Background: an optimization exercise with open tools, aiming at small area and a short achievable clock period. Do not read the settings as production practice.
The RTL was checked by simulation tests, not by an equivalence proof against the original design.
Power is estimated from default activity; no workload was simulated.

// m_tera
module m_tera (w_clock, w_reset, w_bus_instr_mem_addr, w_bus_instr_mem_word,
	w_trace_reg_write, w_trace_reg_addr, w_trace_reg_value,
	w_trace_mem_write, w_trace_mem_addr, w_trace_mem_value);
	input w_clock, w_reset;
	output [7:0] w_bus_instr_mem_addr;
	input [7:0] w_bus_instr_mem_word;
	output w_trace_reg_write;
	output [3:0] w_trace_reg_addr;
	output [7:0] w_trace_reg_value;
	output w_trace_mem_write;
	output [7:0] w_trace_mem_addr, w_trace_mem_value;
	integer i;
	genvar g, k;
	reg [7:0] r_pc;
	reg r_cf;
	reg [7:0] r_registers [1:15];
	reg [7:0] r_data_mem [0:255];
	wire [7:0] w_reg [0:15];
	assign w_reg[0] = 8'b0;
	generate for (g = 1; g < 16; g = g + 1) begin : g_reg
		assign w_reg[g] = r_registers[g];
	end endgenerate
	wire [3:0] w_op = w_bus_instr_mem_word[7:4];
	wire [3:0] w_lo = w_bus_instr_mem_word[3:0];
	wire [15:0] w_lo_dec, w_op_dec;
	generate for (g = 0; g < 16; g = g + 1) begin : g_dec
		assign w_lo_dec[g] = (w_lo == g);
		assign w_op_dec[g] = (w_op == g);
	end endgenerate
	wire w_mtr = w_lo_dec[15];
	wire w_lo_nz = ~w_lo_dec[0];
	wire w_rtm = ~w_mtr & w_op_dec[15];
	wire w_sw  = ~w_mtr & w_op_dec[14];
	wire w_lw  = ~w_mtr & w_op_dec[13];
	wire w_lhi = ~w_mtr & w_op_dec[12];
	wire w_lli = ~w_mtr & w_op_dec[11];
	wire w_jal = ~w_mtr & w_op_dec[10];
	wire w_bfs = ~w_mtr & w_op_dec[9];
	wire w_sge = ~w_mtr & w_op_dec[8];
	wire w_sle = ~w_mtr & w_op_dec[7];
	wire w_rrt = ~w_mtr & w_op_dec[6];
	wire w_rlf = ~w_mtr & w_op_dec[5];
	wire w_add = ~w_mtr & w_op_dec[4];
	wire w_or  = ~w_mtr & w_op_dec[3];
	wire w_and = ~w_mtr & w_op_dec[2];
	wire w_not = ~w_mtr & w_op_dec[1];
	wire w_wb_r15 = w_mtr | w_lhi | w_lli;
	wire w_wb_lo = w_rtm | w_lw | w_jal | w_rrt | w_rlf | w_add | w_or | w_and | w_not;
	wire w_wb = w_wb_r15 | (w_wb_lo & w_lo_nz);
	wire [3:0] w_wb_reg = w_wb_r15 ? 4'b1111 : w_lo;
	wire [7:0] w_sum [0:15];
	assign w_sum[0] = r_registers[4];
  ...
Size: about 5000 cells after synthesis, ~2200 flip-flops, roughly 48 I/O pins.
clock: 13.0 ns
lec_check: 0
cap_margin: 20
core_margin: 2
core_utilization: 50
cts_cluster_diameter: 120
cts_cluster_size: 25
place_density: 0.65
slew_margin: 20
synth_hierarchical: 1
buffer_ports_args: -buffer_cell sky130_fd_sc_hd__buf_2
setup_slack_margin: 6
standard.sh (not shown) runs the stock make flow with config.mk's settings and CLKGATE_MAP_FILE= SYNTH_SCRIPT=/design/flow/synth_recipe.tcl, a recipe that flattens the netlist after the stock synthesis.
==> flow/flow/run.sh <==
#!/bin/bash
# Own layout flow: the standard ORFS flow (standard.sh: the standard synthesis
# and every layout step unchanged), with two ORFS settings added to config.mk:
#  - ports are buffered with buf_2 cells (buffer_ports otherwise picks a
#    clock delay buffer, whose intrinsic delay sits on every port path);
#  - setup repair aims for SETUP_SLACK_MARGIN ns of slack.
# Each step's full log is in orfs/logs/; make's own output is in standard.log.
set -euo pipefail
cd "$(dirname "${BASH_SOURCE[0]}")/.."
cat >> config.mk <<'EOC'
export BUFFER_PORTS_ARGS = -buffer_cell sky130_fd_sc_hd__buf_2
export SETUP_SLACK_MARGIN = 6
EOC
bash standard.sh > standard.log 2>&1
Then changed:
--- a/flow/design.v
+++ b/flow/design.v
@@ -69,32 +69,22 @@
 endmodule
 module m_sel14 (y, w_s, w_d);
 	output y;
 	input [13:0] w_s, w_d;
 	assign y = |(w_s & w_d);
 endmodule
 module m_value_bit (y, w_c, w_l, w_mtr, w_h, w_add, w_s, w_lw, w_m, w_early);
 	output y;
 	input [7:0] w_c, w_l;
 	input w_mtr, w_h, w_add, w_s, w_lw, w_m, w_early;
 	assign y = (|(w_c & w_l)) | (w_mtr & w_h) | (w_add & w_s) | (w_lw & w_m) | w_early;
-endmodule
-module m_ao221 (y, a0, b0, a1, b1, c);
-	output y;
-	input a0, b0, a1, b1, c;
-	assign y = (a0 & b0) | (a1 & b1) | c;
-endmodule
-module m_ao22 (y, a0, b0, a1, b1);
-	output y;
-	input a0, b0, a1, b1;
-	assign y = (a0 & b0) | (a1 & b1);
 endmodule
 module m_sel6 (y, w_s, w_d);
 	output y;
 	input [5:0] w_s, w_d;
 	assign y = |(w_s & w_d);
 endmodule
 module m_tera (w_clock, w_reset, w_bus_instr_mem_addr, w_bus_instr_mem_word,
 	w_trace_reg_write, w_trace_reg_addr, w_trace_reg_value,
 	w_trace_mem_write, w_trace_mem_addr, w_trace_mem_value);
 	input w_clock, w_reset;
 	output [7:0] w_bus_instr_mem_addr;
@@ -144,31 +134,30 @@
 	wire w_wb = w_wb_r15 | (w_wb_lo & w_lo_nz);
 	wire [3:0] w_wb_reg = w_wb_r15 ? 4'b1111 : w_lo;
 	wire [7:0] w_sum [0:15];
 	assign w_sum[0] = r_registers[4];
 	assign w_sum[4] = {r_registers[4][6:0], 1'b0};
 	assign w_sum[15] = 8'b0;
 	generate for (g = 1; g < 15; g = g + 1) begin : g_sum
 		if (g != 4) begin : g_add
 			assign w_sum[g] = r_registers[4] + r_registers[g];
 		end
 	end endgenerate
-	wire [7:0] w_low, w_low_v, w_high, w_sum_l;	 
+	wire [7:0] w_low, w_high, w_sum_l;
 	generate for (g = 0; g < 8; g = g + 1) begin : g_opnd
 		wire [15:0] w_col_reg, w_col_sum;
 		for (k = 0; k < 16; k = k + 1) begin : g_col
 			assign w_col_reg[k] = w_reg[k][g];
 			assign w_col_sum[k] = w_sum[k][g];
 		end
 		m_sel14 sel_low (w_low[g], w_lo_dec[14:1], w_col_reg[14:1]);
-		m_sel14 sel_low_v (w_low_v[g], w_lo_dec[14:1], w_col_reg[14:1]);
 		m_sel15 sel_high (w_high[g], w_op_dec[15:1], w_col_reg[15:1]);
 		m_sel15 sel_sum (w_sum_l[g], w_lo_dec[14:0], w_col_sum[14:0]);
 	end endgenerate
 	wire [15:0] w_rd_hi_n, w_rd_lo_n, w_wr_hi_n, w_wr_lo_n;
 	generate for (g = 0; g < 16; g = g + 1) begin : g_predec
 		assign w_rd_hi_n[g] = ~(r_registers[13][7:4] == g);
 		assign w_rd_lo_n[g] = ~(r_registers[13][3:0] == g);
 		assign w_wr_hi_n[g] = ~(w_reset | (w_sw & (r_registers[14][7:4] == g)));
 		assign w_wr_lo_n[g] = ~(w_reset | (r_registers[14][3:0] == g));
 	end endgenerate
 	wire [255:0] w_rd_sel, w_wr_sel;
@@ -186,39 +175,31 @@
 	wire [7:0] w_pc_plus1 = r_pc + 8'd1;
 	wire [2:0] w_rr = r_registers[6][2:0];
 	wire [2:0] w_rl = r_registers[5][2:0];
 	wire [7:0] w_imm_hi = {w_lo, 4'b0000};
 	wire [7:0] w_imm_lo = {4'b0000, w_lo};
 	wire [7:0] w_not_r1 = ~r_registers[1];
 	wire [7:0] w_early;
 	generate for (g = 0; g < 8; g = g + 1) begin : g_early
 		m_sel6 sel_early (w_early[g], {w_rtm, w_lhi, w_lli, w_jal, w_or, w_not},
 			{r_registers[15][g], w_imm_hi[g], w_imm_lo[g], w_pc_plus1[g], r_registers[3][g], w_not_r1[g]});
 	end endgenerate
-	wire [7:0] w_shr, w_shl;	 
-	generate for (g = 0; g < 8; g = g + 1) begin : g_sh
-		assign w_shr[g] = (w_rr == g);
-		assign w_shl[g] = (w_rl == g);
-	end endgenerate
-	wire [7:0] w_orand = {8{w_or}} | ({8{w_and}} & r_registers[2]);
 	wire [7:0] w_value;
 	generate for (g = 0; g < 8; g = g + 1) begin : g_val
 		wire [7:0] w_coef;
 		for (k = 0; k < 8; k = k + 1) begin : g_coef
-			if (k == g) begin : g_diag
-				m_ao221 coef (w_coef[k], w_rrt, w_shr[0], w_rlf, w_shl[0], w_orand[g]);
-			end else begin : g_off
-				m_ao22 coef (w_coef[k], w_rrt, w_shr[(k - g) & 7], w_rlf, w_shl[(g - k) & 7]);
-			end
-		end
-		m_value_bit val (w_value[g], w_coef, w_low_v, w_mtr, w_high[g], w_add, w_sum_l[g], w_lw, w_mem_rd[g], w_early[g]);
+			assign w_coef[k] = (w_rrt & (w_rr == ((k - g) & 7)))
+				| (w_rlf & (w_rl == ((g - k) & 7)))
+				| ((k == g) ? (w_or | (w_and & r_registers[2][g])) : 1'b0);
+		end
+		m_value_bit val (w_value[g], w_coef, w_low, w_mtr, w_high[g], w_add, w_sum_l[g], w_lw, w_mem_rd[g], w_early[g]);
 	end endgenerate
 	wire [7:0] w_pc_next = w_jal ? r_registers[10] : ((w_bfs & r_cf) ? w_low : w_pc_plus1);
 	always @ (posedge w_clock) begin
 		if (w_reset) r_pc <= 8'b0;
 		else r_pc <= w_pc_next;
 	end
 	always @ (posedge w_clock) begin
 		if (w_reset) r_cf <= 1'b0;
 		else if (w_sge) r_cf <= (r_registers[8] >= w_low);
 		else if (w_sle) r_cf <= (r_registers[7] <= w_low);
 	end
After rerunning: The changed run finished clean; non-clock buffer count is lower by 13; worst hold slack improved by 0.026 ns; final cell count is lower by 2.6%; clock power is lower by about 2%; synthesized cell count is lower by 3.2%; clock-buffer cell count is lower by 3; total power is lower by 1.6%; cell area is lower by 1.8%; global-route usage is lower by 2.1 points; clock skew is lower by 0.0076 ns.

* * *

## 12-24
The RTL this note starts from:
==> flow/design.v <==
module m_nand2 (y, a, b);
	output y;
	input a, b;
	assign y = ~(a & b);
endmodule
module m_nand3 (y, a, b, c);
	output y;
	input a, b, c;
	assign y = ~(a & b & c);
endmodule
module m_nand4 (y, a, b, c, d);
	output y;
	input a, b, c, d;
	assign y = ~(a & b & c & d);
endmodule
module m_nor2 (y, a, b);
	output y;
	input a, b;
	assign y = ~(a | b);
endmodule
module m_nor4 (y, a, b, c, d);
	output y;
	input a, b, c, d;
	assign y = ~(a | b | c | d);
endmodule
module m_aoi222 (y, a0, b0, a1, b1, a2, b2);
	output y;
	input a0, b0, a1, b1, a2, b2;
	assign y = ~((a0 & b0) | (a1 & b1) | (a2 & b2));
endmodule
module m_mem_select (w_sel, w_hi_n, w_lo_n);
	output [255:0] w_sel;
	input [15:0] w_hi_n, w_lo_n;
	genvar g;
	generate for (g = 0; g < 256; g = g + 1) begin : g_sel
		m_nor2 u (w_sel[g], w_hi_n[g / 16], w_lo_n[g % 16]);
	end endgenerate
endmodule
module m_mem_read_bit (w_out_n, w_sel, w_data);
	output w_out_n;
	input [255:0] w_sel, w_data;
	wire [257:0] w_s = {2'b00, w_sel};
	wire [257:0] w_d = {2'b00, w_data};
	wire [85:0] w_t;	 
	wire [21:0] w_u;	 
	wire [5:0] w_v;		 
	wire [1:0] w_w;		 
	genvar g;
	generate for (g = 0; g < 85; g = g + 1) begin : g_aoi
		m_aoi222 aoi (w_t[g], w_s[3*g], w_d[3*g], w_s[3*g+1], w_d[3*g+1], w_s[3*g+2], w_d[3*g+2]);
	end endgenerate
	m_nand2 last (w_t[85], w_s[255], w_d[255]);
	generate for (g = 0; g < 21; g = g + 1) begin : g_l1
		m_nand4 u (w_u[g], w_t[4*g], w_t[4*g+1], w_t[4*g+2], w_t[4*g+3]);
	end endgenerate
	m_nand2 l1_last (w_u[21], w_t[84], w_t[85]);
	generate for (g = 0; g < 5; g = g + 1) begin : g_l2
		m_nor4 u (w_v[g], w_u[4*g], w_u[4*g+1], w_u[4*g+2], w_u[4*g+3]);
	end endgenerate
	m_nor2 l2_last (w_v[5], w_u[20], w_u[21]);
	m_nand3 l3_0 (w_w[0], w_v[0], w_v[1], w_v[2]);
	m_nand3 l3_1 (w_w[1], w_v[3], w_v[4], w_v[5]);
	m_nor2 l4 (w_out_n, w_w[0], w_w[1]);
endmodule
module m_sel15 (y, w_s, w_d);
	output y;
	input [14:0] w_s, w_d;
	assign y = |(w_s & w_d);
endmodule
module m_sel14 (y, w_s, w_d);
	output y;
	input [13:0] w_s, w_d;
	assign y = |(w_s & w_d);
endmodule
module m_value_bit (y, w_c, w_l, w_mtr, w_h, w_add, w_s, w_lw, w_m, w_early);
	output y;
	input [7:0] w_c, w_l;
	input w_mtr, w_h, w_add, w_s, w_lw, w_m, w_early;
	assign y = (|(w_c & w_l)) | (w_mtr & w_h) | (w_add & w_s) | (w_lw & w_m) | w_early;
endmodule
module m_ao221 (y, a0, b0, a1, b1, c);
	output y;
	input a0, b0, a1, b1, c;
	assign y = (a0 & b0) | (a1 & b1) | c;
endmodule
module m_ao22 (y, a0, b0, a1, b1);
	output y;
	input a0, b0, a1, b1;
	assign y = (a0 & b0) | (a1 & b1);
endmodule
module m_sel6 (y, w_s, w_d);
	output y;
	input [5:0] w_s, w_d;
	assign y = |(w_s & w_d);
endmodule
module m_tera (w_clock, w_reset, w_bus_instr_mem_addr, w_bus_instr_mem_word,
	w_trace_reg_write, w_trace_reg_addr, w_trace_reg_value,
	w_trace_mem_write, w_trace_mem_addr, w_trace_mem_value);
	input w_clock, w_reset;
	output [7:0] w_bus_instr_mem_addr;
	input [7:0] w_bus_instr_mem_word;
	output w_trace_reg_write;
	output [3:0] w_trace_reg_addr;
	output [7:0] w_trace_reg_value;
	output w_trace_mem_write;
	output [7:0] w_trace_mem_addr, w_trace_mem_value;
	integer i;
	genvar g, k;
	reg [7:0] r_pc;
	reg r_cf;
	reg [7:0] r_registers [1:15];
	reg [7:0] r_data_mem [0:255];
	wire [7:0] w_reg [0:15];
	assign w_reg[0] = 8'b0;
	generate for (g = 1; g < 16; g = g + 1) begin : g_reg
		assign w_reg[g] = r_registers[g];
	end endgenerate
	wire [3:0] w_op = w_bus_instr_mem_word[7:4];
	wire [3:0] w_lo = w_bus_instr_mem_word[3:0];
	wire [15:0] w_lo_dec, w_op_dec;
	generate for (g = 0; g < 16; g = g + 1) begin : g_dec
		assign w_lo_dec[g] = (w_lo == g);
		assign w_op_dec[g] = (w_op == g);
	end endgenerate
	wire w_mtr = w_lo_dec[15];
	wire w_lo_nz = ~w_lo_dec[0];
	wire w_rtm = ~w_mtr & w_op_dec[15];
	wire w_sw  = ~w_mtr & w_op_dec[14];
	wire w_lw  = ~w_mtr & w_op_dec[13];
	wire w_lhi = ~w_mtr & w_op_dec[12];
	wire w_lli = ~w_mtr & w_op_dec[11];
	wire w_jal = ~w_mtr & w_op_dec[10];
	wire w_bfs = ~w_mtr & w_op_dec[9];
	wire w_sge = ~w_mtr & w_op_dec[8];
	wire w_sle = ~w_mtr & w_op_dec[7];
	wire w_rrt = ~w_mtr & w_op_dec[6];
	wire w_rlf = ~w_mtr & w_op_dec[5];
	wire w_add = ~w_mtr & w_op_dec[4];
	wire w_or  = ~w_mtr & w_op_dec[3];
	wire w_and = ~w_mtr & w_op_dec[2];
	wire w_not = ~w_mtr & w_op_dec[1];
	wire w_wb_r15 = w_mtr | w_lhi | w_lli;
	wire w_wb_lo = w_rtm | w_lw | w_jal | w_rrt | w_rlf | w_add | w_or | w_and | w_not;
	wire w_wb = w_wb_r15 | (w_wb_lo & w_lo_nz);
	wire [3:0] w_wb_reg = w_wb_r15 ? 4'b1111 : w_lo;
	wire [7:0] w_sum [0:15];
	assign w_sum[0] = r_registers[4];
	assign w_sum[4] = {r_registers[4][6:0], 1'b0};
	assign w_sum[15] = 8'b0;
	generate for (g = 1; g < 15; g = g + 1) begin : g_sum
		if (g != 4) begin : g_add
			assign w_sum[g] = r_registers[4] + r_registers[g];
		end
	end endgenerate
	wire [7:0] w_low, w_low_v, w_high, w_sum_l;	 
	generate for (g = 0; g < 8; g = g + 1) begin : g_opnd
		wire [15:0] w_col_reg, w_col_sum;
		for (k = 0; k < 16; k = k + 1) begin : g_col
			assign w_col_reg[k] = w_reg[k][g];
			assign w_col_sum[k] = w_sum[k][g];
		end
		m_sel14 sel_low (w_low[g], w_lo_dec[14:1], w_col_reg[14:1]);
		m_sel14 sel_low_v (w_low_v[g], w_lo_dec[14:1], w_col_reg[14:1]);
		m_sel15 sel_high (w_high[g], w_op_dec[15:1], w_col_reg[15:1]);
		m_sel15 sel_sum (w_sum_l[g], w_lo_dec[14:0], w_col_sum[14:0]);
	end endgenerate
	wire [15:0] w_rd_hi_n, w_rd_lo_n, w_wr_hi_n, w_wr_lo_n;
	generate for (g = 0; g < 16; g = g + 1) begin : g_predec
		assign w_rd_hi_n[g] = ~(r_registers[13][7:4] == g);
		assign w_rd_lo_n[g] = ~(r_registers[13][3:0] == g);
		assign w_wr_hi_n[g] = ~(w_reset | (w_sw & (r_registers[14][7:4] == g)));
		assign w_wr_lo_n[g] = ~(w_reset | (r_registers[14][3:0] == g));
	end endgenerate
	wire [255:0] w_rd_sel, w_wr_sel;
	m_mem_select rd_select (w_rd_sel, w_rd_hi_n, w_rd_lo_n);
	m_mem_select wr_select (w_wr_sel, w_wr_hi_n, w_wr_lo_n);
	wire [7:0] w_mem_rd_n;
	generate for (g = 0; g < 8; g = g + 1) begin : g_rdbit
		wire [255:0] w_col;
		for (k = 0; k < 256; k = k + 1) begin : g_col
			assign w_col[k] = r_data_mem[k][g];
		end
		m_mem_read_bit rd (w_mem_rd_n[g], w_rd_sel, w_col);
	end endgenerate
	wire [7:0] w_mem_rd = ~w_mem_rd_n;
	wire [7:0] w_pc_plus1 = r_pc + 8'd1;
	wire [2:0] w_rr = r_registers[6][2:0];
	wire [2:0] w_rl = r_registers[5][2:0];
	wire [7:0] w_imm_hi = {w_lo, 4'b0000};
	wire [7:0] w_imm_lo = {4'b0000, w_lo};
	wire [7:0] w_not_r1 = ~r_registers[1];
	wire [7:0] w_early;
	generate for (g = 0; g < 8; g = g + 1) begin : g_early
		m_sel6 sel_early (w_early[g], {w_rtm, w_lhi, w_lli, w_jal, w_or, w_not},
			{r_registers[15][g], w_imm_hi[g], w_imm_lo[g], w_pc_plus1[g], r_registers[3][g], w_not_r1[g]});
	end endgenerate
	wire [7:0] w_shr, w_shl;	 
	generate for (g = 0; g < 8; g = g + 1) begin : g_sh
		assign w_shr[g] = (w_rr == g);
		assign w_shl[g] = (w_rl == g);
	end endgenerate
	wire [7:0] w_orand = {8{w_or}} | ({8{w_and}} & r_registers[2]);
	wire [7:0] w_value;
	generate for (g = 0; g < 8; g = g + 1) begin : g_val
		wire [7:0] w_coef;
		for (k = 0; k < 8; k = k + 1) begin : g_coef
			if (k == g) begin : g_diag
				m_ao221 coef (w_coef[k], w_rrt, w_shr[0], w_rlf, w_shl[0], w_orand[g]);
			end else begin : g_off
				m_ao22 coef (w_coef[k], w_rrt, w_shr[(k - g) & 7], w_rlf, w_shl[(g - k) & 7]);
			end
		end
		m_value_bit val (w_value[g], w_coef, w_low_v, w_mtr, w_high[g], w_add, w_sum_l[g], w_lw, w_mem_rd[g], w_early[g]);
	end endgenerate
	wire [7:0] w_pc_next = w_jal ? r_registers[10] : ((w_bfs & r_cf) ? w_low : w_pc_plus1);
	always @ (posedge w_clock) begin
		if (w_reset) r_pc <= 8'b0;
		else r_pc <= w_pc_next;
	end
	always @ (posedge w_clock) begin
		if (w_reset) r_cf <= 1'b0;
		else if (w_sge) r_cf <= (r_registers[8] >= w_low);
		else if (w_sle) r_cf <= (r_registers[7] <= w_low);
	end
	wire [7:0] w_reg_wdata = w_reset ? 8'b0 : w_value;
	generate for (g = 1; g < 16; g = g + 1) begin : g_regw
		wire w_en = w_reset | (w_wb & (w_wb_reg == g));
		always @ (posedge w_clock)
			if (w_en) r_registers[g] <= w_reg_wdata;
	end endgenerate
	wire [7:0] w_mem_wdata = w_reset ? 8'b0 : w_low;
	generate for (g = 0; g < 256; g = g + 1) begin : g_memw
		always @ (posedge w_clock)
			if (w_wr_sel[g]) r_data_mem[g] <= w_mem_wdata;
	end endgenerate
	assign w_bus_instr_mem_addr = r_pc;
	assign w_trace_reg_write = w_wb;
	assign w_trace_reg_addr = w_wb_reg;
	assign w_trace_reg_value = w_value;
	assign w_trace_mem_write = w_sw;
	assign w_trace_mem_addr = r_registers[14];
	assign w_trace_mem_value = w_low;
endmodule
==> flow/config.mk <==
export PLATFORM = sky130hd
export DESIGN_NAME = m_tera
export DESIGN_NICKNAME = m_tera
export VERILOG_FILES = /design/flow/design.v
export SDC_FILE = /design/flow/constraint.sdc
export NUM_CORES = 4
export LEC_CHECK = 0
export CAP_MARGIN = 20
export CORE_MARGIN = 2
export CORE_UTILIZATION = 65
export CTS_CLUSTER_DIAMETER = 120
export CTS_CLUSTER_SIZE = 25
export PLACE_DENSITY = 0.75
export SLEW_MARGIN = 20
export SYNTH_HIERARCHICAL = 1
export BUFFER_PORTS_ARGS = -buffer_cell sky130_fd_sc_hd__buf_2
export SETUP_SLACK_MARGIN = 6
==> flow/constraint.sdc <==
create_clock -name core_clock -period 13.0 [get_ports {w_clock}]
set_input_delay 2.6000 -clock core_clock [delete_from_list [all_inputs] [get_ports {w_clock}]]
set_output_delay 2.6000 -clock core_clock [all_outputs]
set_load 0.01 [all_outputs]
Scripts as last shown in full above: flow/flow/run.sh
12-24 went all the way through the flow, and no timing, DRC or antenna check failed.
Relative to 12-24, the following input files were edited for 10-05:
--- a/flow/design.v
+++ b/flow/design.v
@@ -71,13 +71,23 @@
 	output y;
 	input [13:0] w_s, w_d;
 	assign y = |(w_s & w_d);
 endmodule
+module m_aoi221 (y, a0, b0, a1, b1, c);
+	output y;
+	input a0, b0, a1, b1, c;
+	assign y = ~((a0 & b0) | (a1 & b1) | c);
+endmodule
 module m_value_bit (y, w_c, w_l, w_mtr, w_h, w_add, w_s, w_lw, w_m, w_early);
 	output y;
 	input [7:0] w_c, w_l;
 	input w_mtr, w_h, w_add, w_s, w_lw, w_m, w_early;
-	assign y = (|(w_c & w_l)) | (w_mtr & w_h) | (w_add & w_s) | (w_lw & w_m) | w_early;
+	wire [3:0] w_t;	 
+	m_aoi222 t0 (w_t[0], w_c[0], w_l[0], w_c[1], w_l[1], w_c[2], w_l[2]);
+	m_aoi222 t1 (w_t[1], w_c[3], w_l[3], w_c[4], w_l[4], w_c[5], w_l[5]);
+	m_aoi222 t2 (w_t[2], w_c[6], w_l[6], w_c[7], w_l[7], w_mtr, w_h);
+	m_aoi221 t3 (w_t[3], w_add, w_s, w_lw, w_m, w_early);
+	m_nand4 o (y, w_t[0], w_t[1], w_t[2], w_t[3]);
 endmodule
 module m_ao221 (y, a0, b0, a1, b1, c);
 	output y;
 	input a0, b0, a1, b1, c;
The flow did not stop early for 10-05: all stages ran, and the layout cleared the timing, DRC and antenna checks. 10-05 against 12-24: non-clock buffer count rose 3.7%, proportion of cell area occupied by registers increased 0.19 points. 10-05 vs. 12-24: final period demand of the worst path rose 100 ps; critical path's largest stage delay about even; wire length of the first global-routing pass fell about 2.5%.

==> separate check: timing with driven ports <==
How much do the figures lean on ideal ports? The routed layouts below were timed once more, with nothing changed but the port constraints.
Step 1: set_driving_cell puts a clkbuf_16 on w_clock and a buf_2 on each other input, an assumption about the parent block.
Step 2, shift: input delay + t, output delay - t, t = (earliest + latest rising clock arrival at the registers) / 2. This alone moves slack from input paths to output paths.
Slacks: ideal / step 1 / step 2; pairs: ideal / step 1.
run | t, ns | setup WS [ns] | worst register clock-pin slew, ns | pins driven straight from the clock port
the first run of note 1 | 0.845 | 5.661 / 5.573 / 5.597 | 0.11 / 0.11 | 1
the second run of note 1 | 0.841 | 5.601 / 5.532 / 5.532 | 0.11 / 0.11 | 1
12-24 | 0.839 | 5.605 / 5.529 / 5.552 | 0.11 / 0.11 | 1
10-05 | 0.843 | 5.503 / 5.419 / 5.531 | 0.11 / 0.11 | 1
After both steps setup and hold are still met in every run listed. For the second run of note 1, which loses most, drivers alone change the setup slack by -0.069 ns; drivers and shift together by -0.069 ns.
